This design comes from an exercise in tuning for small area, a short achievable clock period and few clock cycles per item on the open sky130 flow, not from production work. In this exercise RTL edits were held to simulation tests only and were not proved equivalent to the original.

===== design/flow/run.sh =====
#!/bin/bash
# synth_recipe.tcl (not shown) runs the flow's synth.tcl, then flattens the netlist and writes it again
# the make line also repeats each setting of config.mk as NAME=value (left out here)
make -C /OpenROAD-flow-scripts/flow DESIGN_CONFIG=/design/flow/config.mk WORK_HOME=/design/flow/orfs CLKGATE_MAP_FILE= SYNTH_SCRIPT=/design/flow/synth_recipe.tcl finish

===== design/flow/config.mk =====
export PLATFORM = sky130hd
export DESIGN_NAME = phase_ctrl
export DESIGN_NICKNAME = phase_ctrl
export VERILOG_FILES = /design/flow/design.v
export SDC_FILE = /design/flow/constraint.sdc
export NUM_CORES = 4
export LEC_CHECK = 0
export ABC_CLOCK_PERIOD_IN_PS = 3600
export CAP_MARGIN = 20
export CORE_MARGIN = 2
export CORE_UTILIZATION = 40
export SETUP_SLACK_MARGIN = 4.3
export SLEW_MARGIN = 20

===== design/flow/constraint.sdc =====
create_clock -name core_clock -period 8.0 [get_ports {clk}]
set_input_delay 1.6000 -clock core_clock [delete_from_list [all_inputs] [get_ports {clk}]]
set_output_delay 1.6000 -clock core_clock [all_outputs]
set_load 0.01 [all_outputs]

===== design/flow/design.v =====
module mac_s1(input [23:0] ae, input [23:0] be, input [15:0] W, input [15:0] P, output [79:0] x);
wire p0 = ((ae[0] & W[0])) ^ ae[2];
wire p1 = ((ae[0] & W[1]) | (ae[1] & W[0])) ^ ae[2];
wire p2 = ((ae[0] & W[2]) | (ae[1] & W[1])) ^ ae[2];
wire p3 = ((ae[0] & W[3]) | (ae[1] & W[2])) ^ ae[2];
wire p4 = ((ae[0] & W[4]) | (ae[1] & W[3])) ^ ae[2];
wire p5 = ((ae[0] & W[5]) | (ae[1] & W[4])) ^ ae[2];
wire p6 = ((ae[0] & W[6]) | (ae[1] & W[5])) ^ ae[2];
wire p7 = ((ae[0] & W[7]) | (ae[1] & W[6])) ^ ae[2];
wire p8 = ((ae[0] & W[8]) | (ae[1] & W[7])) ^ ae[2];
wire p9 = ((ae[0] & W[9]) | (ae[1] & W[8])) ^ ae[2];
wire p10 = ((ae[0] & W[10]) | (ae[1] & W[9])) ^ ae[2];
wire p11 = ((ae[0] & W[11]) | (ae[1] & W[10])) ^ ae[2];
wire p12 = ((ae[0] & W[12]) | (ae[1] & W[11])) ^ ae[2];
wire p13 = ((ae[0] & W[13]) | (ae[1] & W[12])) ^ ae[2];
wire p14 = ((ae[0] & W[14]) | (ae[1] & W[13])) ^ ae[2];
wire p15 = ((ae[0] & W[15]) | (ae[1] & W[14])) ^ ae[2];
wire p16 = ~(((ae[0] & W[15]) | (ae[1] & W[15])) ^ ae[2]);
wire p17 = ((ae[3] & W[0])) ^ ae[5];
wire p18 = ((ae[3] & W[1]) | (ae[4] & W[0])) ^ ae[5];
wire p19 = ((ae[3] & W[2]) | (ae[4] & W[1])) ^ ae[5];
wire p20 = ((ae[3] & W[3]) | (ae[4] & W[2])) ^ ae[5];
wire p21 = ((ae[3] & W[4]) | (ae[4] & W[3])) ^ ae[5];
wire p22 = ((ae[3] & W[5]) | (ae[4] & W[4])) ^ ae[5];
wire p23 = ((ae[3] & W[6]) | (ae[4] & W[5])) ^ ae[5];
wire p24 = ((ae[3] & W[7]) | (ae[4] & W[6])) ^ ae[5];
wire p25 = ((ae[3] & W[8]) | (ae[4] & W[7])) ^ ae[5];
wire p26 = ((ae[3] & W[9]) | (ae[4] & W[8])) ^ ae[5];
wire p27 = ((ae[3] & W[10]) | (ae[4] & W[9])) ^ ae[5];
wire p28 = ((ae[3] & W[11]) | (ae[4] & W[10])) ^ ae[5];
wire p29 = ((ae[3] & W[12]) | (ae[4] & W[11])) ^ ae[5];
wire p30 = ((ae[3] & W[13]) | (ae[4] & W[12])) ^ ae[5];
wire p31 = ((ae[3] & W[14]) | (ae[4] & W[13])) ^ ae[5];
wire p32 = ((ae[3] & W[15]) | (ae[4] & W[14])) ^ ae[5];
wire p33 = ~(((ae[3] & W[15]) | (ae[4] & W[15])) ^ ae[5]);
wire p34 = ((ae[6] & W[0])) ^ ae[8];
wire p35 = ((ae[6] & W[1]) | (ae[7] & W[0])) ^ ae[8];
wire p36 = ((ae[6] & W[2]) | (ae[7] & W[1])) ^ ae[8];
wire p37 = ((ae[6] & W[3]) | (ae[7] & W[2])) ^ ae[8];
wire p38 = ((ae[6] & W[4]) | (ae[7] & W[3])) ^ ae[8];
wire p39 = ((ae[6] & W[5]) | (ae[7] & W[4])) ^ ae[8];
wire p40 = ((ae[6] & W[6]) | (ae[7] & W[5])) ^ ae[8];
wire p41 = ((ae[6] & W[7]) | (ae[7] & W[6])) ^ ae[8];
wire p42 = ((ae[6] & W[8]) | (ae[7] & W[7])) ^ ae[8];
wire p43 = ((ae[6] & W[9]) | (ae[7] & W[8])) ^ ae[8];
wire p44 = ((ae[6] & W[10]) | (ae[7] & W[9])) ^ ae[8];
wire p45 = ((ae[6] & W[11]) | (ae[7] & W[10])) ^ ae[8];
wire p46 = ((ae[6] & W[12]) | (ae[7] & W[11])) ^ ae[8];
wire p47 = ((ae[6] & W[13]) | (ae[7] & W[12])) ^ ae[8];
wire p48 = ((ae[6] & W[14]) | (ae[7] & W[13])) ^ ae[8];
wire p49 = ((ae[6] & W[15]) | (ae[7] & W[14])) ^ ae[8];
wire p50 = ~(((ae[6] & W[15]) | (ae[7] & W[15])) ^ ae[8]);
wire p51 = ((ae[9] & W[0])) ^ ae[11];
wire p52 = ((ae[9] & W[1]) | (ae[10] & W[0])) ^ ae[11];
wire p53 = ((ae[9] & W[2]) | (ae[10] & W[1])) ^ ae[11];
wire p54 = ((ae[9] & W[3]) | (ae[10] & W[2])) ^ ae[11];
wire p55 = ((ae[9] & W[4]) | (ae[10] & W[3])) ^ ae[11];
wire p56 = ((ae[9] & W[5]) | (ae[10] & W[4])) ^ ae[11];
wire p57 = ((ae[9] & W[6]) | (ae[10] & W[5])) ^ ae[11];
wire p58 = ((ae[9] & W[7]) | (ae[10] & W[6])) ^ ae[11];
wire p59 = ((ae[9] & W[8]) | (ae[10] & W[7])) ^ ae[11];
wire p60 = ((ae[9] & W[9]) | (ae[10] & W[8])) ^ ae[11];
wire p61 = ((ae[9] & W[10]) | (ae[10] & W[9])) ^ ae[11];
wire p62 = ((ae[9] & W[11]) | (ae[10] & W[10])) ^ ae[11];
wire p63 = ((ae[9] & W[12]) | (ae[10] & W[11])) ^ ae[11];
wire p64 = ((ae[9] & W[13]) | (ae[10] & W[12])) ^ ae[11];
wire p65 = ((ae[9] & W[14]) | (ae[10] & W[13])) ^ ae[11];
wire p66 = ((ae[9] & W[15]) | (ae[10] & W[14])) ^ ae[11];
wire p67 = ~(((ae[9] & W[15]) | (ae[10] & W[15])) ^ ae[11]);
wire p68 = ((ae[12] & W[0])) ^ ae[14];
wire p69 = ((ae[12] & W[1]) | (ae[13] & W[0])) ^ ae[14];
wire p70 = ((ae[12] & W[2]) | (ae[13] & W[1])) ^ ae[14];
wire p71 = ((ae[12] & W[3]) | (ae[13] & W[2])) ^ ae[14];
wire p72 = ((ae[12] & W[4]) | (ae[13] & W[3])) ^ ae[14];
wire p73 = ((ae[12] & W[5]) | (ae[13] & W[4])) ^ ae[14];
wire p74 = ((ae[12] & W[6]) | (ae[13] & W[5])) ^ ae[14];
wire p75 = ((ae[12] & W[7]) | (ae[13] & W[6])) ^ ae[14];
wire p76 = ((ae[12] & W[8]) | (ae[13] & W[7])) ^ ae[14];
wire p77 = ((ae[12] & W[9]) | (ae[13] & W[8])) ^ ae[14];
wire p78 = ((ae[12] & W[10]) | (ae[13] & W[9])) ^ ae[14];
wire p79 = ((ae[12] & W[11]) | (ae[13] & W[10])) ^ ae[14];
wire p80 = ((ae[12] & W[12]) | (ae[13] & W[11])) ^ ae[14];
wire p81 = ((ae[12] & W[13]) | (ae[13] & W[12])) ^ ae[14];
wire p82 = ((ae[12] & W[14]) | (ae[13] & W[13])) ^ ae[14];
wire p83 = ((ae[12] & W[15]) | (ae[13] & W[14])) ^ ae[14];
wire p84 = ((ae[15] & W[0])) ^ ae[17];
wire p85 = ((ae[15] & W[1]) | (ae[16] & W[0])) ^ ae[17];
wire p86 = ((ae[15] & W[2]) | (ae[16] & W[1])) ^ ae[17];
wire p87 = ((ae[15] & W[3]) | (ae[16] & W[2])) ^ ae[17];
wire p88 = ((ae[15] & W[4]) | (ae[16] & W[3])) ^ ae[17];
wire p89 = ((ae[15] & W[5]) | (ae[16] & W[4])) ^ ae[17];
wire p90 = ((ae[15] & W[6]) | (ae[16] & W[5])) ^ ae[17];
wire p91 = ((ae[15] & W[7]) | (ae[16] & W[6])) ^ ae[17];
wire p92 = ((ae[15] & W[8]) | (ae[16] & W[7])) ^ ae[17];
wire p93 = ((ae[15] & W[9]) | (ae[16] & W[8])) ^ ae[17];
wire p94 = ((ae[15] & W[10]) | (ae[16] & W[9])) ^ ae[17];
wire p95 = ((ae[15] & W[11]) | (ae[16] & W[10])) ^ ae[17];
wire p96 = ((ae[15] & W[12]) | (ae[16] & W[11])) ^ ae[17];
wire p97 = ((ae[15] & W[13]) | (ae[16] & W[12])) ^ ae[17];
wire p98 = ((ae[18] & W[0])) ^ ae[20];
wire p99 = ((ae[18] & W[1]) | (ae[19] & W[0])) ^ ae[20];
wire p100 = ((ae[18] & W[2]) | (ae[19] & W[1])) ^ ae[20];
wire p101 = ((ae[18] & W[3]) | (ae[19] & W[2])) ^ ae[20];
wire p102 = ((ae[18] & W[4]) | (ae[19] & W[3])) ^ ae[20];
wire p103 = ((ae[18] & W[5]) | (ae[19] & W[4])) ^ ae[20];
wire p104 = ((ae[18] & W[6]) | (ae[19] & W[5])) ^ ae[20];
wire p105 = ((ae[18] & W[7]) | (ae[19] & W[6])) ^ ae[20];
wire p106 = ((ae[18] & W[8]) | (ae[19] & W[7])) ^ ae[20];
wire p107 = ((ae[18] & W[9]) | (ae[19] & W[8])) ^ ae[20];
wire p108 = ((ae[18] & W[10]) | (ae[19] & W[9])) ^ ae[20];
wire p109 = ((ae[18] & W[11]) | (ae[19] & W[10])) ^ ae[20];
wire p110 = ((ae[21] & W[0])) ^ ae[23];
wire p111 = ((ae[21] & W[1]) | (ae[22] & W[0])) ^ ae[23];
wire p112 = ((ae[21] & W[2]) | (ae[22] & W[1])) ^ ae[23];
wire p113 = ((ae[21] & W[3]) | (ae[22] & W[2])) ^ ae[23];
wire p114 = ((ae[21] & W[4]) | (ae[22] & W[3])) ^ ae[23];
wire p115 = ((ae[21] & W[5]) | (ae[22] & W[4])) ^ ae[23];
wire p116 = ((ae[21] & W[6]) | (ae[22] & W[5])) ^ ae[23];
wire p117 = ((ae[21] & W[7]) | (ae[22] & W[6])) ^ ae[23];
wire p118 = ((ae[21] & W[8]) | (ae[22] & W[7])) ^ ae[23];
wire p119 = ((ae[21] & W[9]) | (ae[22] & W[8])) ^ ae[23];
wire p120 = ((be[0] & P[0])) ^ be[2];
wire p121 = ((be[0] & P[1]) | (be[1] & P[0])) ^ be[2];
wire p122 = ((be[0] & P[2]) | (be[1] & P[1])) ^ be[2];
wire p123 = ((be[0] & P[3]) | (be[1] & P[2])) ^ be[2];
wire p124 = ((be[0] & P[4]) | (be[1] & P[3])) ^ be[2];
wire p125 = ((be[0] & P[5]) | (be[1] & P[4])) ^ be[2];
wire p126 = ((be[0] & P[6]) | (be[1] & P[5])) ^ be[2];
wire p127 = ((be[0] & P[7]) | (be[1] & P[6])) ^ be[2];
wire p128 = ((be[0] & P[8]) | (be[1] & P[7])) ^ be[2];
wire p129 = ((be[0] & P[9]) | (be[1] & P[8])) ^ be[2];
wire p130 = ((be[0] & P[10]) | (be[1] & P[9])) ^ be[2];
wire p131 = ((be[0] & P[11]) | (be[1] & P[10])) ^ be[2];
wire p132 = ((be[0] & P[12]) | (be[1] & P[11])) ^ be[2];
wire p133 = ((be[0] & P[13]) | (be[1] & P[12])) ^ be[2];
wire p134 = ((be[0] & P[14]) | (be[1] & P[13])) ^ be[2];
wire p135 = ((be[0] & P[15]) | (be[1] & P[14])) ^ be[2];
wire p136 = ~(((be[0] & P[15]) | (be[1] & P[15])) ^ be[2]);
wire p137 = ((be[3] & P[0])) ^ be[5];
wire p138 = ((be[3] & P[1]) | (be[4] & P[0])) ^ be[5];
wire p139 = ((be[3] & P[2]) | (be[4] & P[1])) ^ be[5];
wire p140 = ((be[3] & P[3]) | (be[4] & P[2])) ^ be[5];
wire p141 = ((be[3] & P[4]) | (be[4] & P[3])) ^ be[5];
wire p142 = ((be[3] & P[5]) | (be[4] & P[4])) ^ be[5];
wire p143 = ((be[3] & P[6]) | (be[4] & P[5])) ^ be[5];
wire p144 = ((be[3] & P[7]) | (be[4] & P[6])) ^ be[5];
wire p145 = ((be[3] & P[8]) | (be[4] & P[7])) ^ be[5];
wire p146 = ((be[3] & P[9]) | (be[4] & P[8])) ^ be[5];
wire p147 = ((be[3] & P[10]) | (be[4] & P[9])) ^ be[5];
wire p148 = ((be[3] & P[11]) | (be[4] & P[10])) ^ be[5];
wire p149 = ((be[3] & P[12]) | (be[4] & P[11])) ^ be[5];
wire p150 = ((be[3] & P[13]) | (be[4] & P[12])) ^ be[5];
wire p151 = ((be[3] & P[14]) | (be[4] & P[13])) ^ be[5];
wire p152 = ((be[3] & P[15]) | (be[4] & P[14])) ^ be[5];
wire p153 = ~(((be[3] & P[15]) | (be[4] & P[15])) ^ be[5]);
wire p154 = ((be[6] & P[0])) ^ be[8];
wire p155 = ((be[6] & P[1]) | (be[7] & P[0])) ^ be[8];
wire p156 = ((be[6] & P[2]) | (be[7] & P[1])) ^ be[8];
wire p157 = ((be[6] & P[3]) | (be[7] & P[2])) ^ be[8];
wire p158 = ((be[6] & P[4]) | (be[7] & P[3])) ^ be[8];
wire p159 = ((be[6] & P[5]) | (be[7] & P[4])) ^ be[8];
wire p160 = ((be[6] & P[6]) | (be[7] & P[5])) ^ be[8];
wire p161 = ((be[6] & P[7]) | (be[7] & P[6])) ^ be[8];
wire p162 = ((be[6] & P[8]) | (be[7] & P[7])) ^ be[8];
wire p163 = ((be[6] & P[9]) | (be[7] & P[8])) ^ be[8];
wire p164 = ((be[6] & P[10]) | (be[7] & P[9])) ^ be[8];
wire p165 = ((be[6] & P[11]) | (be[7] & P[10])) ^ be[8];
wire p166 = ((be[6] & P[12]) | (be[7] & P[11])) ^ be[8];
wire p167 = ((be[6] & P[13]) | (be[7] & P[12])) ^ be[8];
wire p168 = ((be[6] & P[14]) | (be[7] & P[13])) ^ be[8];
wire p169 = ((be[6] & P[15]) | (be[7] & P[14])) ^ be[8];
wire p170 = ~(((be[6] & P[15]) | (be[7] & P[15])) ^ be[8]);
wire p171 = ((be[9] & P[0])) ^ be[11];
wire p172 = ((be[9] & P[1]) | (be[10] & P[0])) ^ be[11];
wire p173 = ((be[9] & P[2]) | (be[10] & P[1])) ^ be[11];
wire p174 = ((be[9] & P[3]) | (be[10] & P[2])) ^ be[11];
wire p175 = ((be[9] & P[4]) | (be[10] & P[3])) ^ be[11];
wire p176 = ((be[9] & P[5]) | (be[10] & P[4])) ^ be[11];
wire p177 = ((be[9] & P[6]) | (be[10] & P[5])) ^ be[11];
wire p178 = ((be[9] & P[7]) | (be[10] & P[6])) ^ be[11];
wire p179 = ((be[9] & P[8]) | (be[10] & P[7])) ^ be[11];
wire p180 = ((be[9] & P[9]) | (be[10] & P[8])) ^ be[11];
wire p181 = ((be[9] & P[10]) | (be[10] & P[9])) ^ be[11];
wire p182 = ((be[9] & P[11]) | (be[10] & P[10])) ^ be[11];
wire p183 = ((be[9] & P[12]) | (be[10] & P[11])) ^ be[11];
wire p184 = ((be[9] & P[13]) | (be[10] & P[12])) ^ be[11];
wire p185 = ((be[9] & P[14]) | (be[10] & P[13])) ^ be[11];
wire p186 = ((be[9] & P[15]) | (be[10] & P[14])) ^ be[11];
wire p187 = ~(((be[9] & P[15]) | (be[10] & P[15])) ^ be[11]);
wire p188 = ((be[12] & P[0])) ^ be[14];
wire p189 = ((be[12] & P[1]) | (be[13] & P[0])) ^ be[14];
wire p190 = ((be[12] & P[2]) | (be[13] & P[1])) ^ be[14];
wire p191 = ((be[12] & P[3]) | (be[13] & P[2])) ^ be[14];
wire p192 = ((be[12] & P[4]) | (be[13] & P[3])) ^ be[14];
wire p193 = ((be[12] & P[5]) | (be[13] & P[4])) ^ be[14];
wire p194 = ((be[12] & P[6]) | (be[13] & P[5])) ^ be[14];
wire p195 = ((be[12] & P[7]) | (be[13] & P[6])) ^ be[14];
wire p196 = ((be[12] & P[8]) | (be[13] & P[7])) ^ be[14];
wire p197 = ((be[12] & P[9]) | (be[13] & P[8])) ^ be[14];
wire p198 = ((be[12] & P[10]) | (be[13] & P[9])) ^ be[14];
wire p199 = ((be[12] & P[11]) | (be[13] & P[10])) ^ be[14];
wire p200 = ((be[12] & P[12]) | (be[13] & P[11])) ^ be[14];
wire p201 = ((be[12] & P[13]) | (be[13] & P[12])) ^ be[14];
wire p202 = ((be[12] & P[14]) | (be[13] & P[13])) ^ be[14];
wire p203 = ((be[12] & P[15]) | (be[13] & P[14])) ^ be[14];
wire p204 = ((be[15] & P[0])) ^ be[17];
wire p205 = ((be[15] & P[1]) | (be[16] & P[0])) ^ be[17];
wire p206 = ((be[15] & P[2]) | (be[16] & P[1])) ^ be[17];
wire p207 = ((be[15] & P[3]) | (be[16] & P[2])) ^ be[17];
wire p208 = ((be[15] & P[4]) | (be[16] & P[3])) ^ be[17];
wire p209 = ((be[15] & P[5]) | (be[16] & P[4])) ^ be[17];
wire p210 = ((be[15] & P[6]) | (be[16] & P[5])) ^ be[17];
wire p211 = ((be[15] & P[7]) | (be[16] & P[6])) ^ be[17];
wire p212 = ((be[15] & P[8]) | (be[16] & P[7])) ^ be[17];
wire p213 = ((be[15] & P[9]) | (be[16] & P[8])) ^ be[17];
wire p214 = ((be[15] & P[10]) | (be[16] & P[9])) ^ be[17];
wire p215 = ((be[15] & P[11]) | (be[16] & P[10])) ^ be[17];
wire p216 = ((be[15] & P[12]) | (be[16] & P[11])) ^ be[17];
wire p217 = ((be[15] & P[13]) | (be[16] & P[12])) ^ be[17];
wire p218 = ((be[18] & P[0])) ^ be[20];
wire p219 = ((be[18] & P[1]) | (be[19] & P[0])) ^ be[20];
wire p220 = ((be[18] & P[2]) | (be[19] & P[1])) ^ be[20];
wire p221 = ((be[18] & P[3]) | (be[19] & P[2])) ^ be[20];
wire p222 = ((be[18] & P[4]) | (be[19] & P[3])) ^ be[20];
wire p223 = ((be[18] & P[5]) | (be[19] & P[4])) ^ be[20];
wire p224 = ((be[18] & P[6]) | (be[19] & P[5])) ^ be[20];
wire p225 = ((be[18] & P[7]) | (be[19] & P[6])) ^ be[20];
wire p226 = ((be[18] & P[8]) | (be[19] & P[7])) ^ be[20];
wire p227 = ((be[18] & P[9]) | (be[19] & P[8])) ^ be[20];
wire p228 = ((be[18] & P[10]) | (be[19] & P[9])) ^ be[20];
wire p229 = ((be[18] & P[11]) | (be[19] & P[10])) ^ be[20];
wire p230 = ((be[21] & P[0])) ^ be[23];
wire p231 = ((be[21] & P[1]) | (be[22] & P[0])) ^ be[23];
wire p232 = ((be[21] & P[2]) | (be[22] & P[1])) ^ be[23];
wire p233 = ((be[21] & P[3]) | (be[22] & P[2])) ^ be[23];
wire p234 = ((be[21] & P[4]) | (be[22] & P[3])) ^ be[23];
wire p235 = ((be[21] & P[5]) | (be[22] & P[4])) ^ be[23];
wire p236 = ((be[21] & P[6]) | (be[22] & P[5])) ^ be[23];
wire p237 = ((be[21] & P[7]) | (be[22] & P[6])) ^ be[23];
wire p238 = ((be[21] & P[8]) | (be[22] & P[7])) ^ be[23];
wire p239 = ((be[21] & P[9]) | (be[22] & P[8])) ^ be[23];
wire p240 = ae[2] ^ be[2] ^ p0;
wire p241 = (ae[2] & be[2]) | (ae[2] & p0) | (be[2] & p0);
wire p242 = p1 ^ p121;
wire p243 = p1 & p121;
wire p244 = ae[5] ^ be[5] ^ p122;
wire p245 = (ae[5] & be[5]) | (ae[5] & p122) | (be[5] & p122);
wire p246 = p137 ^ p17 ^ p2;
wire p247 = (p137 & p17) | (p137 & p2) | (p17 & p2);
wire p248 = p243 ^ p244;
wire p249 = p243 & p244;
wire p250 = p123 ^ p138 ^ p18;
wire p251 = (p123 & p138) | (p123 & p18) | (p138 & p18);
wire p252 = p3 ^ p245 ^ p247;
wire p253 = (p3 & p245) | (p3 & p247) | (p245 & p247);
wire p254 = p250 ^ p249;
wire p255 = p250 & p249;
wire p256 = ae[8] ^ be[8] ^ p124;
wire p257 = (ae[8] & be[8]) | (ae[8] & p124) | (be[8] & p124);
wire p258 = p139 ^ p154 ^ p19;
wire p259 = (p139 & p154) | (p139 & p19) | (p154 & p19);
wire p260 = p34 ^ p4 ^ p251;
wire p261 = (p34 & p4) | (p34 & p251) | (p4 & p251);
wire p262 = p256 ^ p258 ^ p253;
wire p263 = (p256 & p258) | (p256 & p253) | (p258 & p253);
wire p264 = p255 ^ p260;
wire p265 = p255 & p260;
wire p266 = p125 ^ p140 ^ p155;
wire p267 = (p125 & p140) | (p125 & p155) | (p140 & p155);
wire p268 = p20 ^ p35 ^ p5;
wire p269 = (p20 & p35) | (p20 & p5) | (p35 & p5);
wire p270 = p257 ^ p259 ^ p266;
wire p271 = (p257 & p259) | (p257 & p266) | (p259 & p266);
wire p272 = p268 ^ p261 ^ p270;
wire p273 = (p268 & p261) | (p268 & p270) | (p261 & p270);
wire p274 = p265 ^ p263;
wire p275 = p265 & p263;
wire p276 = ae[11] ^ be[11] ^ p126;
wire p277 = (ae[11] & be[11]) | (ae[11] & p126) | (be[11] & p126);
wire p278 = p141 ^ p156 ^ p171;
wire p279 = (p141 & p156) | (p141 & p171) | (p156 & p171);
wire p280 = p21 ^ p36 ^ p51;
wire p281 = (p21 & p36) | (p21 & p51) | (p36 & p51);
wire p282 = p6 ^ p267 ^ p269;
wire p283 = (p6 & p267) | (p6 & p269) | (p267 & p269);
wire p284 = p276 ^ p278 ^ p280;
wire p285 = (p276 & p278) | (p276 & p280) | (p278 & p280);
wire p286 = p271 ^ p282 ^ p284;
wire p287 = (p271 & p282) | (p271 & p284) | (p282 & p284);
wire p288 = p275 ^ p273;
wire p289 = p275 & p273;
wire p290 = p127 ^ p142 ^ p157;
wire p291 = (p127 & p142) | (p127 & p157) | (p142 & p157);
wire p292 = p172 ^ p22 ^ p37;
wire p293 = (p172 & p22) | (p172 & p37) | (p22 & p37);
wire p294 = p52 ^ p7 ^ p277;
wire p295 = (p52 & p7) | (p52 & p277) | (p7 & p277);
wire p296 = p279 ^ p281 ^ p290;
wire p297 = (p279 & p281) | (p279 & p290) | (p281 & p290);
wire p298 = p292 ^ p283 ^ p285;
wire p299 = (p292 & p283) | (p292 & p285) | (p283 & p285);
wire p300 = p294 ^ p296 ^ p287;
wire p301 = (p294 & p296) | (p294 & p287) | (p296 & p287);
wire p302 = p298 ^ p289;
wire p303 = p298 & p289;
wire p304 = ae[14] ^ be[14] ^ p128;
wire p305 = (ae[14] & be[14]) | (ae[14] & p128) | (be[14] & p128);
wire p306 = p143 ^ p158 ^ p173;
wire p307 = (p143 & p158) | (p143 & p173) | (p158 & p173);
wire p308 = p188 ^ p23 ^ p38;
wire p309 = (p188 & p23) | (p188 & p38) | (p23 & p38);
wire p310 = p53 ^ p68 ^ p8;
wire p311 = (p53 & p68) | (p53 & p8) | (p68 & p8);
wire p312 = p291 ^ p293 ^ p304;
wire p313 = (p291 & p293) | (p291 & p304) | (p293 & p304);
wire p314 = p306 ^ p308 ^ p310;
wire p315 = (p306 & p308) | (p306 & p310) | (p308 & p310);
wire p316 = p295 ^ p297 ^ p312;
wire p317 = (p295 & p297) | (p295 & p312) | (p297 & p312);
wire p318 = p314 ^ p299;
wire p319 = p314 & p299;
wire p320 = p129 ^ p144 ^ p159;
wire p321 = (p129 & p144) | (p129 & p159) | (p144 & p159);
wire p322 = p174 ^ p189 ^ p24;
wire p323 = (p174 & p189) | (p174 & p24) | (p189 & p24);
wire p324 = p39 ^ p54 ^ p69;
wire p325 = (p39 & p54) | (p39 & p69) | (p54 & p69);
wire p326 = p9 ^ p305 ^ p307;
wire p327 = (p9 & p305) | (p9 & p307) | (p305 & p307);
wire p328 = p309 ^ p311 ^ p320;
wire p329 = (p309 & p311) | (p309 & p320) | (p311 & p320);
wire p330 = p322 ^ p324 ^ p313;
wire p331 = (p322 & p324) | (p322 & p313) | (p324 & p313);
wire p332 = p315 ^ p326 ^ p328;
wire p333 = (p315 & p326) | (p315 & p328) | (p326 & p328);
wire p334 = ae[17] ^ be[17] ^ p10;
wire p335 = (ae[17] & be[17]) | (ae[17] & p10) | (be[17] & p10);
wire p336 = p130 ^ p145 ^ p160;
wire p337 = (p130 & p145) | (p130 & p160) | (p145 & p160);
wire p338 = p175 ^ p190 ^ p204;
wire p339 = (p175 & p190) | (p175 & p204) | (p190 & p204);
wire p340 = p25 ^ p40 ^ p55;
wire p341 = (p25 & p40) | (p25 & p55) | (p40 & p55);
wire p342 = p70 ^ p84 ^ p321;
wire p343 = (p70 & p84) | (p70 & p321) | (p84 & p321);
wire p344 = p323 ^ p325 ^ p334;
wire p345 = (p323 & p325) | (p323 & p334) | (p325 & p334);
wire p346 = p336 ^ p338 ^ p340;
wire p347 = (p336 & p338) | (p336 & p340) | (p338 & p340);
wire p348 = p327 ^ p329 ^ p342;
wire p349 = (p327 & p329) | (p327 & p342) | (p329 & p342);
wire p350 = p344 ^ p346;
wire p351 = p344 & p346;
wire p352 = p11 ^ p131 ^ p146;
wire p353 = (p11 & p131) | (p11 & p146) | (p131 & p146);
wire p354 = p161 ^ p176 ^ p191;
wire p355 = (p161 & p176) | (p161 & p191) | (p176 & p191);
wire p356 = p205 ^ p26 ^ p41;
wire p357 = (p205 & p26) | (p205 & p41) | (p26 & p41);
wire p358 = p56 ^ p71 ^ p85;
wire p359 = (p56 & p71) | (p56 & p85) | (p71 & p85);
wire p360 = p335 ^ p337 ^ p339;
wire p361 = (p335 & p337) | (p335 & p339) | (p337 & p339);
wire p362 = p341 ^ p352 ^ p354;
wire p363 = (p341 & p352) | (p341 & p354) | (p352 & p354);
wire p364 = p356 ^ p358 ^ p343;
wire p365 = (p356 & p358) | (p356 & p343) | (p358 & p343);
wire p366 = p345 ^ p347 ^ p360;
wire p367 = (p345 & p347) | (p345 & p360) | (p347 & p360);
wire p368 = p362 ^ p351;
wire p369 = p362 & p351;
wire p370 = ae[20] ^ be[20] ^ p12;
wire p371 = (ae[20] & be[20]) | (ae[20] & p12) | (be[20] & p12);
wire p372 = p132 ^ p147 ^ p162;
wire p373 = (p132 & p147) | (p132 & p162) | (p147 & p162);
wire p374 = p177 ^ p192 ^ p206;
wire p375 = (p177 & p192) | (p177 & p206) | (p192 & p206);
wire p376 = p218 ^ p27 ^ p42;
wire p377 = (p218 & p27) | (p218 & p42) | (p27 & p42);
wire p378 = p57 ^ p72 ^ p86;
wire p379 = (p57 & p72) | (p57 & p86) | (p72 & p86);
wire p380 = p98 ^ p353 ^ p355;
wire p381 = (p98 & p353) | (p98 & p355) | (p353 & p355);
wire p382 = p357 ^ p359 ^ p370;
wire p383 = (p357 & p359) | (p357 & p370) | (p359 & p370);
wire p384 = p372 ^ p374 ^ p376;
wire p385 = (p372 & p374) | (p372 & p376) | (p374 & p376);
wire p386 = p378 ^ p361 ^ p363;
wire p387 = (p378 & p361) | (p378 & p363) | (p361 & p363);
wire p388 = p380 ^ p382 ^ p384;
wire p389 = (p380 & p382) | (p380 & p384) | (p382 & p384);
wire p390 = p365 ^ p367;
wire p391 = p365 & p367;
wire p392 = p13 ^ p133 ^ p148;
wire p393 = (p13 & p133) | (p13 & p148) | (p133 & p148);
wire p394 = p163 ^ p178 ^ p193;
wire p395 = (p163 & p178) | (p163 & p193) | (p178 & p193);
wire p396 = p207 ^ p219 ^ p28;
wire p397 = (p207 & p219) | (p207 & p28) | (p219 & p28);
wire p398 = p43 ^ p58 ^ p73;
wire p399 = (p43 & p58) | (p43 & p73) | (p58 & p73);
wire p400 = p87 ^ p99 ^ p371;
wire p401 = (p87 & p99) | (p87 & p371) | (p99 & p371);
wire p402 = p373 ^ p375 ^ p377;
wire p403 = (p373 & p375) | (p373 & p377) | (p375 & p377);
wire p404 = p379 ^ p392 ^ p394;
wire p405 = (p379 & p392) | (p379 & p394) | (p392 & p394);
wire p406 = p396 ^ p398 ^ p381;
wire p407 = (p396 & p398) | (p396 & p381) | (p398 & p381);
wire p408 = p383 ^ p385 ^ p400;
wire p409 = (p383 & p385) | (p383 & p400) | (p385 & p400);
wire p410 = p402 ^ p404 ^ p387;
wire p411 = (p402 & p404) | (p402 & p387) | (p404 & p387);
wire p412 = p406 ^ p389;
wire p413 = p406 & p389;
wire p414 = ae[23] ^ be[23] ^ p100;
wire p415 = (ae[23] & be[23]) | (ae[23] & p100) | (be[23] & p100);
wire p416 = p110 ^ p134 ^ p14;
wire p417 = (p110 & p134) | (p110 & p14) | (p134 & p14);
wire p418 = p149 ^ p164 ^ p179;
wire p419 = (p149 & p164) | (p149 & p179) | (p164 & p179);
wire p420 = p194 ^ p208 ^ p220;
wire p421 = (p194 & p208) | (p194 & p220) | (p208 & p220);
wire p422 = p230 ^ p29 ^ p44;
wire p423 = (p230 & p29) | (p230 & p44) | (p29 & p44);
wire p424 = p59 ^ p74 ^ p88;
wire p425 = (p59 & p74) | (p59 & p88) | (p74 & p88);
wire p426 = p393 ^ p395 ^ p397;
wire p427 = (p393 & p395) | (p393 & p397) | (p395 & p397);
wire p428 = p399 ^ p414 ^ p416;
wire p429 = (p399 & p414) | (p399 & p416) | (p414 & p416);
wire p430 = p418 ^ p420 ^ p422;
wire p431 = (p418 & p420) | (p418 & p422) | (p420 & p422);
wire p432 = p424 ^ p401 ^ p403;
wire p433 = (p424 & p401) | (p424 & p403) | (p401 & p403);
wire p434 = p405 ^ p426 ^ p428;
wire p435 = (p405 & p426) | (p405 & p428) | (p426 & p428);
wire p436 = p430 ^ p407 ^ p409;
wire p437 = (p430 & p407) | (p430 & p409) | (p407 & p409);
wire p438 = p432 ^ p434;
wire p439 = p432 & p434;
wire p440 = p101 ^ p111 ^ p135;
wire p441 = (p101 & p111) | (p101 & p135) | (p111 & p135);
wire p442 = p15 ^ p150 ^ p165;
wire p443 = (p15 & p150) | (p15 & p165) | (p150 & p165);
wire p444 = p180 ^ p195 ^ p209;
wire p445 = (p180 & p195) | (p180 & p209) | (p195 & p209);
wire p446 = p221 ^ p231 ^ p30;
wire p447 = (p221 & p231) | (p221 & p30) | (p231 & p30);
wire p448 = p45 ^ p60 ^ p75;
wire p449 = (p45 & p60) | (p45 & p75) | (p60 & p75);
wire p450 = p89 ^ p415 ^ p417;
wire p451 = (p89 & p415) | (p89 & p417) | (p415 & p417);
wire p452 = p419 ^ p421 ^ p423;
wire p453 = (p419 & p421) | (p419 & p423) | (p421 & p423);
wire p454 = p425 ^ p440 ^ p442;
wire p455 = (p425 & p440) | (p425 & p442) | (p440 & p442);
wire p456 = p444 ^ p446 ^ p448;
wire p457 = (p444 & p446) | (p444 & p448) | (p446 & p448);
wire p458 = p427 ^ p429 ^ p431;
wire p459 = (p427 & p429) | (p427 & p431) | (p429 & p431);
wire p460 = p450 ^ p452 ^ p454;
wire p461 = (p450 & p452) | (p450 & p454) | (p452 & p454);
wire p462 = p456 ^ p433 ^ p435;
wire p463 = (p456 & p433) | (p456 & p435) | (p433 & p435);
wire p464 = p458 ^ p460;
wire p465 = p458 & p460;
wire p466 = p102 ^ p112 ^ p136;
wire p467 = (p102 & p112) | (p102 & p136) | (p112 & p136);
wire p468 = p151 ^ p16 ^ p166;
wire p469 = (p151 & p16) | (p151 & p166) | (p16 & p166);
wire p470 = p181 ^ p196 ^ p210;
wire p471 = (p181 & p196) | (p181 & p210) | (p196 & p210);
wire p472 = p222 ^ p232 ^ p31;
wire p473 = (p222 & p232) | (p222 & p31) | (p232 & p31);
wire p474 = p46 ^ p61 ^ p76;
wire p475 = (p46 & p61) | (p46 & p76) | (p61 & p76);
wire p476 = p90 ^ p441 ^ p443;
wire p477 = (p90 & p441) | (p90 & p443) | (p441 & p443);
wire p478 = p445 ^ p447 ^ p449;
wire p479 = (p445 & p447) | (p445 & p449) | (p447 & p449);
wire p480 = p466 ^ p468 ^ p470;
wire p481 = (p466 & p468) | (p466 & p470) | (p468 & p470);
wire p482 = p472 ^ p474 ^ p451;
wire p483 = (p472 & p474) | (p472 & p451) | (p474 & p451);
wire p484 = p453 ^ p455 ^ p457;
wire p485 = (p453 & p455) | (p453 & p457) | (p455 & p457);
wire p486 = p476 ^ p478 ^ p480;
wire p487 = (p476 & p478) | (p476 & p480) | (p478 & p480);
wire p488 = p459 ^ p482 ^ p461;
wire p489 = (p459 & p482) | (p459 & p461) | (p482 & p461);
wire p490 = p484 ^ p486;
wire p491 = p484 & p486;
wire p492 = ~(p103 ^ p113);
wire p493 = p103 | p113;
wire p494 = p152 ^ p167 ^ p182;
wire p495 = (p152 & p167) | (p152 & p182) | (p167 & p182);
wire p496 = p197 ^ p211 ^ p223;
wire p497 = (p197 & p211) | (p197 & p223) | (p211 & p223);
wire p498 = p233 ^ p32 ^ p47;
wire p499 = (p233 & p32) | (p233 & p47) | (p32 & p47);
wire p500 = p62 ^ p77 ^ p91;
wire p501 = (p62 & p77) | (p62 & p91) | (p77 & p91);
wire p502 = p467 ^ p469 ^ p471;
wire p503 = (p467 & p469) | (p467 & p471) | (p469 & p471);
wire p504 = p473 ^ p475 ^ p492;
wire p505 = (p473 & p475) | (p473 & p492) | (p475 & p492);
wire p506 = p494 ^ p496 ^ p498;
wire p507 = (p494 & p496) | (p494 & p498) | (p496 & p498);
wire p508 = p500 ^ p477 ^ p479;
wire p509 = (p500 & p477) | (p500 & p479) | (p477 & p479);
wire p510 = p481 ^ p502 ^ p504;
wire p511 = (p481 & p502) | (p481 & p504) | (p502 & p504);
wire p512 = p506 ^ p483 ^ p485;
wire p513 = (p506 & p483) | (p506 & p485) | (p483 & p485);
wire p514 = p508 ^ p487 ^ p510;
wire p515 = (p508 & p487) | (p508 & p510) | (p487 & p510);
wire p516 = ~(p104 ^ p114);
wire p517 = p104 | p114;
wire p518 = p153 ^ p168 ^ p183;
wire p519 = (p153 & p168) | (p153 & p183) | (p168 & p183);
wire p520 = p198 ^ p212 ^ p224;
wire p521 = (p198 & p212) | (p198 & p224) | (p212 & p224);
wire p522 = p234 ^ p33 ^ p48;
wire p523 = (p234 & p33) | (p234 & p48) | (p33 & p48);
wire p524 = p63 ^ p78 ^ p92;
wire p525 = (p63 & p78) | (p63 & p92) | (p78 & p92);
wire p526 = p493 ^ p495 ^ p497;
wire p527 = (p493 & p495) | (p493 & p497) | (p495 & p497);
wire p528 = p499 ^ p501 ^ p516;
wire p529 = (p499 & p501) | (p499 & p516) | (p501 & p516);
wire p530 = p518 ^ p520 ^ p522;
wire p531 = (p518 & p520) | (p518 & p522) | (p520 & p522);
wire p532 = p524 ^ p503 ^ p505;
wire p533 = (p524 & p503) | (p524 & p505) | (p503 & p505);
wire p534 = p507 ^ p526 ^ p528;
wire p535 = (p507 & p526) | (p507 & p528) | (p526 & p528);
wire p536 = p530 ^ p509 ^ p511;
wire p537 = (p530 & p509) | (p530 & p511) | (p509 & p511);
wire p538 = p532 ^ p534;
wire p539 = p532 & p534;
wire p540 = p105 ^ p115 ^ p169;
wire p541 = (p105 & p115) | (p105 & p169) | (p115 & p169);
wire p542 = p184 ^ p199 ^ p213;
wire p543 = (p184 & p199) | (p184 & p213) | (p199 & p213);
wire p544 = p225 ^ p235 ^ p49;
wire p545 = (p225 & p235) | (p225 & p49) | (p235 & p49);
wire p546 = p64 ^ p79 ^ p93;
wire p547 = (p64 & p79) | (p64 & p93) | (p79 & p93);
wire p548 = p517 ^ p519 ^ p521;
wire p549 = (p517 & p519) | (p517 & p521) | (p519 & p521);
wire p550 = p523 ^ p525 ^ p540;
wire p551 = (p523 & p525) | (p523 & p540) | (p525 & p540);
wire p552 = p542 ^ p544 ^ p546;
wire p553 = (p542 & p544) | (p542 & p546) | (p544 & p546);
wire p554 = p527 ^ p529 ^ p531;
wire p555 = (p527 & p529) | (p527 & p531) | (p529 & p531);
wire p556 = p548 ^ p550 ^ p552;
wire p557 = (p548 & p550) | (p548 & p552) | (p550 & p552);
wire p558 = p533 ^ p535 ^ p554;
wire p559 = (p533 & p535) | (p533 & p554) | (p535 & p554);
wire p560 = ~(p106 ^ p116);
wire p561 = p106 | p116;
wire p562 = p170 ^ p185 ^ p200;
wire p563 = (p170 & p185) | (p170 & p200) | (p185 & p200);
wire p564 = p214 ^ p226 ^ p236;
wire p565 = (p214 & p226) | (p214 & p236) | (p226 & p236);
wire p566 = p50 ^ p65 ^ p80;
wire p567 = (p50 & p65) | (p50 & p80) | (p65 & p80);
wire p568 = p94 ^ p541 ^ p543;
wire p569 = (p94 & p541) | (p94 & p543) | (p541 & p543);
wire p570 = p545 ^ p547 ^ p560;
wire p571 = (p545 & p547) | (p545 & p560) | (p547 & p560);
wire p572 = p562 ^ p564 ^ p566;
wire p573 = (p562 & p564) | (p562 & p566) | (p564 & p566);
wire p574 = p549 ^ p551 ^ p553;
wire p575 = (p549 & p551) | (p549 & p553) | (p551 & p553);
wire p576 = p568 ^ p570 ^ p572;
wire p577 = (p568 & p570) | (p568 & p572) | (p570 & p572);
wire p578 = p555 ^ p557;
wire p579 = p555 & p557;
wire p580 = p107 ^ p117 ^ p186;
wire p581 = (p107 & p117) | (p107 & p186) | (p117 & p186);
wire p582 = p201 ^ p215 ^ p227;
wire p583 = (p201 & p215) | (p201 & p227) | (p215 & p227);
wire p584 = p237 ^ p66 ^ p81;
wire p585 = (p237 & p66) | (p237 & p81) | (p66 & p81);
wire p586 = p95 ^ p561 ^ p563;
wire p587 = (p95 & p561) | (p95 & p563) | (p561 & p563);
wire p588 = p565 ^ p567 ^ p580;
wire p589 = (p565 & p567) | (p565 & p580) | (p567 & p580);
wire p590 = p582 ^ p584 ^ p569;
wire p591 = (p582 & p584) | (p582 & p569) | (p584 & p569);
wire p592 = p571 ^ p573 ^ p586;
wire p593 = (p571 & p573) | (p571 & p586) | (p573 & p586);
wire p594 = p588 ^ p575 ^ p590;
wire p595 = (p588 & p575) | (p588 & p590) | (p575 & p590);
wire p596 = ~(p108 ^ p118);
wire p597 = p108 | p118;
wire p598 = p187 ^ p202 ^ p216;
wire p599 = (p187 & p202) | (p187 & p216) | (p202 & p216);
wire p600 = p228 ^ p238 ^ p67;
wire p601 = (p228 & p238) | (p228 & p67) | (p238 & p67);
wire p602 = p82 ^ p96 ^ p581;
wire p603 = (p82 & p96) | (p82 & p581) | (p96 & p581);
wire p604 = p583 ^ p585 ^ p596;
wire p605 = (p583 & p585) | (p583 & p596) | (p585 & p596);
wire p606 = p598 ^ p600 ^ p587;
wire p607 = (p598 & p600) | (p598 & p587) | (p600 & p587);
wire p608 = p589 ^ p602 ^ p604;
wire p609 = (p589 & p602) | (p589 & p604) | (p602 & p604);
wire p610 = p591 ^ p593;
wire p611 = p591 & p593;
wire p612 = p109 ^ p119 ^ p203;
wire p613 = (p109 & p119) | (p109 & p203) | (p119 & p203);
wire p614 = p217 ^ p229 ^ p239;
wire p615 = (p217 & p229) | (p217 & p239) | (p229 & p239);
wire p616 = p83 ^ p97 ^ p597;
wire p617 = (p83 & p97) | (p83 & p597) | (p97 & p597);
wire p618 = p599 ^ p601 ^ p612;
wire p619 = (p599 & p601) | (p599 & p612) | (p601 & p612);
wire p620 = p614 ^ p603 ^ p605;
wire p621 = (p614 & p603) | (p614 & p605) | (p603 & p605);
wire p622 = p616 ^ p618 ^ p607;
wire p623 = (p616 & p618) | (p616 & p607) | (p618 & p607);
assign x = {p622, p611, p620, p609, p595, p610, p608, p606, p594, p579, p592, p577, p559, p578, p576, p574, p558, p537, p539, p556, p536, p515, p538, p513, p514, p512, p489, p491, p488, p490, p463, p465, p462, p464, p439, p437, p438, p436, p411, p413, p410, p412, p391, p408, p390, p388, p386, p369, p368, p366, p364, p349, p348, p333, p350, p331, p332, p319, p330, p317, p303, p301, p318, p316, p302, p300, p288, p286, p274, p272, p262, p264, p254, p252, p248, p246, p241, p242, p240, p120};
endmodule
module mac_s2(input [79:0] x, output [15:0] y);
wire q0 = x[16] ^ x[17] ^ x[18];
wire q1 = (x[16] & x[17]) | (x[16] & x[18]) | (x[17] & x[18]);
wire q2 = x[20] ^ x[21] ^ x[22];
wire q3 = (x[20] & x[21]) | (x[20] & x[22]) | (x[21] & x[22]);
wire q4 = x[23] ^ q1;
wire q5 = x[23] & q1;
wire q6 = x[24] ^ x[25] ^ x[26];
wire q7 = (x[24] & x[25]) | (x[24] & x[26]) | (x[25] & x[26]);
wire q8 = x[27] ^ q3 ^ q6;
wire q9 = (x[27] & q3) | (x[27] & q6) | (q3 & q6);
wire q10 = x[28] ^ x[29] ^ x[30];
wire q11 = (x[28] & x[29]) | (x[28] & x[30]) | (x[29] & x[30]);
wire q12 = x[31] ^ q7 ^ q10;
wire q13 = (x[31] & q7) | (x[31] & q10) | (q7 & q10);
wire q14 = x[32] ^ x[33] ^ x[34];
wire q15 = (x[32] & x[33]) | (x[32] & x[34]) | (x[33] & x[34]);
wire q16 = x[35] ^ q11 ^ q14;
wire q17 = (x[35] & q11) | (x[35] & q14) | (q11 & q14);
wire q18 = x[36] ^ x[37] ^ x[38];
wire q19 = (x[36] & x[37]) | (x[36] & x[38]) | (x[37] & x[38]);
wire q20 = x[39] ^ q15 ^ q18;
wire q21 = (x[39] & q15) | (x[39] & q18) | (q15 & q18);
wire q22 = x[40] ^ x[41] ^ x[42];
wire q23 = (x[40] & x[41]) | (x[40] & x[42]) | (x[41] & x[42]);
wire q24 = x[43] ^ q19 ^ q22;
wire q25 = (x[43] & q19) | (x[43] & q22) | (q19 & q22);
wire q26 = x[44] ^ x[45] ^ x[46];
wire q27 = (x[44] & x[45]) | (x[44] & x[46]) | (x[45] & x[46]);
wire q28 = x[47] ^ q23 ^ q26;
wire q29 = (x[47] & q23) | (x[47] & q26) | (q23 & q26);
wire q30 = x[48] ^ x[49] ^ x[50];
wire q31 = (x[48] & x[49]) | (x[48] & x[50]) | (x[49] & x[50]);
wire q32 = x[51] ^ q27 ^ q30;
wire q33 = (x[51] & q27) | (x[51] & q30) | (q27 & q30);
wire q34 = x[52] ^ x[53] ^ x[54];
wire q35 = (x[52] & x[53]) | (x[52] & x[54]) | (x[53] & x[54]);
wire q36 = x[55] ^ q31 ^ q34;
wire q37 = (x[55] & q31) | (x[55] & q34) | (q31 & q34);
wire q38 = x[56] ^ x[57] ^ x[58];
wire q39 = (x[56] & x[57]) | (x[56] & x[58]) | (x[57] & x[58]);
wire q40 = x[59] ^ q35 ^ q38;
wire q41 = (x[59] & q35) | (x[59] & q38) | (q35 & q38);
wire q42 = x[60] ^ x[61] ^ x[62];
wire q43 = (x[60] & x[61]) | (x[60] & x[62]) | (x[61] & x[62]);
wire q44 = x[63] ^ q39 ^ q42;
wire q45 = (x[63] & q39) | (x[63] & q42) | (q39 & q42);
wire q46 = x[64] ^ x[65] ^ x[66];
wire q47 = (x[64] & x[65]) | (x[64] & x[66]) | (x[65] & x[66]);
wire q48 = x[67] ^ q43 ^ q46;
wire q49 = (x[67] & q43) | (x[67] & q46) | (q43 & q46);
wire q50 = x[68] ^ x[69] ^ x[70];
wire q51 = (x[68] & x[69]) | (x[68] & x[70]) | (x[69] & x[70]);
wire q52 = x[71] ^ q47 ^ q50;
wire q53 = (x[71] & q47) | (x[71] & q50) | (q47 & q50);
wire q54 = x[72] ^ x[73] ^ x[74];
wire q55 = (x[72] & x[73]) | (x[72] & x[74]) | (x[73] & x[74]);
wire q56 = x[75] ^ q51 ^ q54;
wire q57 = (x[75] & q51) | (x[75] & q54) | (q51 & q54);
wire q58 = x[76] ^ x[77] ^ x[78];
wire q59 = (x[76] & x[77]) | (x[76] & x[78]) | (x[77] & x[78]);
wire q60 = x[79] ^ q55 ^ q58;
wire q61 = (x[79] & q55) | (x[79] & q58) | (q55 & q58);
wire [23:0] sum = {q57, q53, q49, q45, q41, q37, q33, q29, q25, q21, q17, q13, q9, q5, q2, x[19], x[14], x[12], x[10], x[8], x[6], x[4], x[2], x[0]} + {q60, q56, q52, q48, q44, q40, q36, q32, q28, q24, q20, q16, q12, q8, q4, q0, x[15], x[13], x[11], x[9], x[7], x[5], x[3], x[1]};
assign y = sum[23:8];
endmodule
`timescale 1ns/1ps
module phase_ctrl(
                  input             clk,
                  input             resetn,
                  input             i2c_wr,
                  input  [15:0]     i2c_wdata,
                  input  [3:0]      i2c_addr,
                  input             fifo_empty,
                  input  [17:0]     fifo_rdata,
                  output            fifo_rden,
                  output     [17:0] fifo_wdata,
                  output            fifo_wren,
                  input             fifo_almost_full
                 );
localparam NX = 80;
wire [23:0] enc_a, enc_b;
genvar k;
generate
    for (k = 0; k < 8; k = k + 1) begin : benc
        wire hi  = i2c_wdata[2*k+1];
        wire mid = i2c_wdata[2*k];
        wire lo  = (k == 0) ? 1'b0 : i2c_wdata[(k == 0) ? 0 : 2*k-1];
        wire one = mid ^ lo;
        wire two = (hi & ~mid & ~lo) | (~hi & mid & lo);
        assign enc_a[3*k+2:3*k] = {hi, two, one};
        assign enc_b[3*k+2:3*k] = {~hi, two, one};
    end
endgenerate
reg [23:0] ae;   
reg [23:0] be;   
always @(posedge clk or negedge resetn) begin
    if (!resetn) begin
        ae <= 24'h001000;
        be <= 24'h925924;
    end else if (i2c_wr) begin
        if (i2c_addr == 4'd0) ae <= enc_a;
        if (i2c_addr == 4'd1) be <= enc_b;
    end
end
reg [8:0] sr;
reg [2:0] credit;        
reg       hv;            
reg       adv;           
wire mid = |sr[4:0];
wire ov = |sr[8:3];      
wire can_wr = |credit;
wire idle = ~|sr;
assign fifo_rden = (adv & mid) | (adv & ~fifo_empty);
assign fifo_wren = ov & can_wr;
wire       ov_n = adv ? |sr[7:2] : ov;
wire [2:0] credit_n = (fifo_almost_full ? (idle ? 3'd0 : credit) : 3'd6) - {2'b00, fifo_wren};
always @(posedge clk or negedge resetn) begin
    if (!resetn) begin
        sr <= 9'd0;
        hv <= 1'b0;
    end else if (adv) begin
        sr <= {sr[7:0], ~mid & ~fifo_empty};
        if (sr[6]) hv <= 1'b1;
    end
end
always @(posedge clk or negedge resetn) begin
    if (!resetn) begin
        credit <= 3'd0;
        adv <= 1'b1;
    end else begin
        credit <= credit_n;
        adv <= ~ov_n | (|credit_n);
    end
end
reg  [15:0]   W;
reg  [15:0]   H0, H1, H2, H3, H4;
reg  [NX-1:0] X;
reg  [15:0]   Y, D;
wire [NX-1:0] x_n;
wire [15:0]   y_n;
wire        rot = sr[1] | sr[2] | sr[3] | sr[5] | sr[6];
wire [15:0] P = H0 & {16{hv}};
mac_s1 s1(.ae(ae), .be(be), .W(W), .P(P), .x(x_n));
mac_s2 s2(.x(X), .y(y_n));
always @(posedge clk) begin
    if (adv) begin
        W <= fifo_rdata[15:0];
        X <= x_n;
        Y <= y_n;
        D <= Y;
        if (rot) begin
            H0 <= H1;
            H1 <= H2;
            H2 <= H3;
            H3 <= H4;
            H4 <= W;
        end
    end
end
assign fifo_wdata = sr[3] ? {2'b01, fifo_rdata[15:0]} :
                    (sr[4] | sr[5] | sr[6]) ? {2'b00, D} :
                    {sr[8], 1'b0, Y};
endmodule

==> results.py <==
metrics = {
    "run_status": {
        "status": "finished clean",
    },
    "global_route": {
        "first_global_vias": 14000,
        "grt_antenna_before_repair": 1,
        "gr-usage-all-layers_pct": 21.0,
        "grt_max_degree": 78,
        "grt_overflow_total": 0,
        "grt_pass1_wl_mm": 83.5,
    },
    "cells_and_area": {
        "stdcell_area_um2": 22400,
        "fin_util_pct": 45.0,
        "fin_cells": 2484,
        "fillers": 4700,
        "diodes": 0,
        "seqCellArea_um2": 7830,
        "multi_input_area_um2": 10800,
        "area_growth_pct": 12.0,
        "fin_nets": 2068,
        "drive_gt1_share_pct": 9.55,
    },
    "timing": {
        "maxSlewHeadroom_pct": 30.6,
        "rsz0062_at_grt": "true",
        "post-route-period-util_pct": 46.5,
        "setup_ws_ns": 4.28,
        "hold_viol": 0,
        "fin_skew_ns": 0.0251,
        "slew_viol_final": 0,
        "max_freq_mhz": 269,
        "post-route-min-period_ns": 3.72,
        "max_slew.worst_pin.slew_ns": 1.04,
        "fin_tns_setup_ns": 0,
        "finalSetupViolCount": 0,
    },
    "clock_network": {
        "cts_buffer_depth": 3,
        "clock_latency_ns": 0.55,
        "cts_sinks": 270,
        "cts_tree": "yes",
        "clk_pin_slew_worst_paths_ns": 0.06,
        "h-tree-depth": 2,
        "cts-root-buf": "clkbuf_16",
        "numCtsBuffers": 34,
    },
    "critical_path": {
        "ff2ff_path_depth": 7,
        "endpoint_kind": "flop",
        "critPathMaxFanout": 10,
        "rr_startpoint": "be[20]$_DFFE_PN1P_",
        "r2r_slack_ns": 4.28,
        "start_kind": "flop",
        "critical_path_arrival_ns": 4.00,
        "required_ns": 8.28,
        "critPathKind": "flop to flop",
        "r2r-end": "X[55]$_DFFE_PP_",
    },
    "drt": {
        "wl_per_cell_um": 21.7,
        "dr.pass1.iters": 8,
        "drt_wl_total_mm": 53.9,
        "first_iter_violations": 1277,
        "post-route-drc-count": 0,
        "routed_via_density": 5.41,
        "vias": 13400,
        "ant_nets": 0,
    },
    "floorplanning": {
        "dieWidth_um": 228,
        "start_util_pct": 40.2,
        "pin_count": 63,
        "die_h_um": 228,
        "rows": 82,
        "die_area_um2": 51900,
        "core-area_um2": 49900,
    },
    "synth": {
        "async_flop_share_pct": 23.0,
        "yosysSeqAreaShare_pct": 39.0,
        "syn-cell-area_um2": 20000,
        "postSynthCellCount": 1802,
        "synth.distinct_cells": 55,
        "syn_avg_cell_area_um2": 11.1,
        "ys.flop_type": "edfxtp_1",
        "synth_edf_count": 208,
        "syn_nets": 2083,
        "yosys_warnings": 1,
        "synth-seq-cells": 270,
    },
    "placed_design": {
        "pre_cts_ws_ns": 3.56,
        "dpl_cell_area_um2": 21000,
        "dpl.hpwl_mm": 37.0,
        "dp.cells": 2394,
        "place_congestion": 0.908,
        "port_buffers": 60,
    },
    "job": {
        "drv_cap": 0,
    },
    "worst_hold_path": {
        "min_path_type": "flop to flop",
        "min_delay_path_depth": 0,
        "whs_endpoint": "H0[5]$_DFFE_PP_",
        "min-delay-start": "H1[5]$_DFFE_PP_",
    },
}
[cells in the mapped netlist, types with 3 or more instances]
cell	n	share of area, %
mux2_2	12	0.67
ha_1	47	2.9
o21ai_0	62	1.5
o21bai_1	3	0.11
a21boi_0	3	0.11
inv_2	4	0.075
nor3_1	3	0.075
dfrtp_1	51	6.4
xnor2_1	207	9.0
nor2_1	22	0.41
edfxtp_1	208	31
inv_1	230	4.3
nand2_1	181	3.4
a21o_1	4	0.15
o21a_1	3	0.11
dfstp_2	11	1.4
nand3_1	11	0.27
a22oi_1	111	4.2
buf_2	16	0.40
mux2i_1	17	0.85
fa_1	191	19
clkbuf_1	126	2.4
xor2_1	73	3.2
and2_1	3	0.094
a21oi_1	42	1.0
nor3b_1	7	0.26
a22o_1	105	4.6
nor2b_1	9	0.28
buf_1	11	0.21
[cell families after synthesis]
family          count (synthesis)  synth area share (%)
buf+inv                       390                  7.46
compound gates                346                  12.5
xor+xnor                      280                  12.2
flops                         270                  39.0
simple gates                  249                  5.34
fa+ha+maj                     238                  22.0
mux                            29                  1.52
[metrics by stage]
| step | hold WS [ns] |
|---|---|
| CTS | 0.406 |
| floorplan | 0.400 |
| finish | 0.403 |
| global route | 0.410 |
| global placement | 0.401 |
| detailed placement | 0.405 |
[final cells by class]
cell class | count | share of cell area [%]
clock buffer | 49 | 4.50
multi-input combinational | 1142 | 48.0
clock inverter | 12 | 0.496
tap | 672 | 3.75
sequential | 270 | 34.9
inverter | 235 | 3.96
timing repair buffer | 104 | 4.39
[critical path: stages (launching register included)]
cell and delay, ns:
dfstp_2 0.74, clkinv_1 0.43, xnor2_1 0.29, fa_1 0.50, fa_1 0.51, fa_1 0.49, inv_1 0.05, fa_1 0.43
[cells in the final DEF, fill, tap and decap left out, types with 3 or more instances in the layout]
cell             netlist  routed
a22oi_1              111     111
ha_1                  47      47
dfrtp_1               51      42
nor2b_1                9       8
mux2_2                12      12
nor2_1                22      21
clkbuf_8               0       4
a21boi_0               3       3
clkbuf_1             126       8
o21a_1                 3       3
clkinv_2               0       4
xor2_1                73      73
inv_2                  4       4
clkdlybuf4s50_1        0      24
inv_1                230     228
edfxtp_1             208     208
a22o_1               105     105
buf_12                 0      11
nor3b_1                7       7
nand2_1              181     180
nor3_1                 3       3
o21ai_1                1      16
buf_2                 16      18
dfstp_2               11      10
o21bai_1               3       3
clkbuf_2               0       6
o21ai_0               62      46
clkdlybuf4s15_1        0      10
mux2i_1               17      17
nand3_1               11      11
a21oi_1               42      42
dfrtp_2                0       8
clkinv_1               1       5
a21o_1                 4       4
xnor2_1              207     207
fa_1                 191     191
clkinvlp_4             0       3
clkbuf_16              0      37
buf_4                  1      30
[worst max path at each step]
stage / startpoint / to / slack [ns] / depth (start not counted)
after floorplan: adv$_DFF_PN1_ / fifo_rden / 4.47 / 2
after detailed placement: fifo_rdata[9] / fifo_wdata[9] / 3.56 / 4
after global placement: fifo_rdata[0] / fifo_wdata[0] / 3.58 / 4
final: be[20]$_DFFE_PN1P_ / X[55]$_DFFE_PP_ / 4.28 / 7
after CTS: fifo_rdata[14] / fifo_wdata[14] / 4.28 / 4
after global routing: be[20]$_DFFE_PN1P_ / X[55]$_DFFE_PP_ / 4.22 / 7
[state kept, by name, summed over array words and instances (netlist names)]
| signal | count |
|---|---|
| H1 | 16 |
| Y | 16 |
| hv | 1 |
| H2 | 16 |
| adv | 1 |
| H3 | 16 |
| ae | 24 |
| X | 80 |
| W | 16 |
| D | 16 |
| credit | 3 |
| H0 | 16 |
| H4 | 16 |
| sr | 9 |
| be | 24 |
[routing by layer]
metal	global-route usage [%]	wire length, um	vias to the layer above	part of all wire, %
li1	-	-	5954	-
met1	28.4	22700	6817	42
met2	33.4	25200	556	47
met3	4.26	4270	118	7.9
met4	7.88	1720	0	3.2
met5	0	0	-	0
[what timing repair did]
item,CTS,global route
gates cloned,1,0
resized for setup,127,21
hold buffers,0,0
setup endpoints to repair,35,25
pin swaps,3,3
setup buffers,12,16
Testbench counts, summed over its fixed seeds: cycles 2,336, frames 384.

static timing again, ports no longer ideal:
How much do the figures lean on ideal ports? The routed layout below was timed once more, with nothing changed but the port constraints. Step 1 sets driving cells, clkbuf_16 on the clock port and buf_2 on the other inputs (assumed; they add their load-dependent delay and slew). Step 2 adds t to the input delays and takes it off the output delays; t is the mean of the earliest and latest rising clock arrival at the registers after step 1. Input paths then give back, and output paths get back, about the clock's delay inside the block. Three values: no drivers, after step 1, after step 2; two values: the first two.
t, ns: 0.601
slack for setup (ns): 4.283 / 4.283 / 4.283
slew at the worst register clock pin (ns): 0.06 / 0.06
worst data-port slew with drivers (ns): 0.04
After both steps this run still meets setup and hold. For this run, drivers alone change the setup slack by 0.000 ns; drivers and shift together by 0.000 ns.
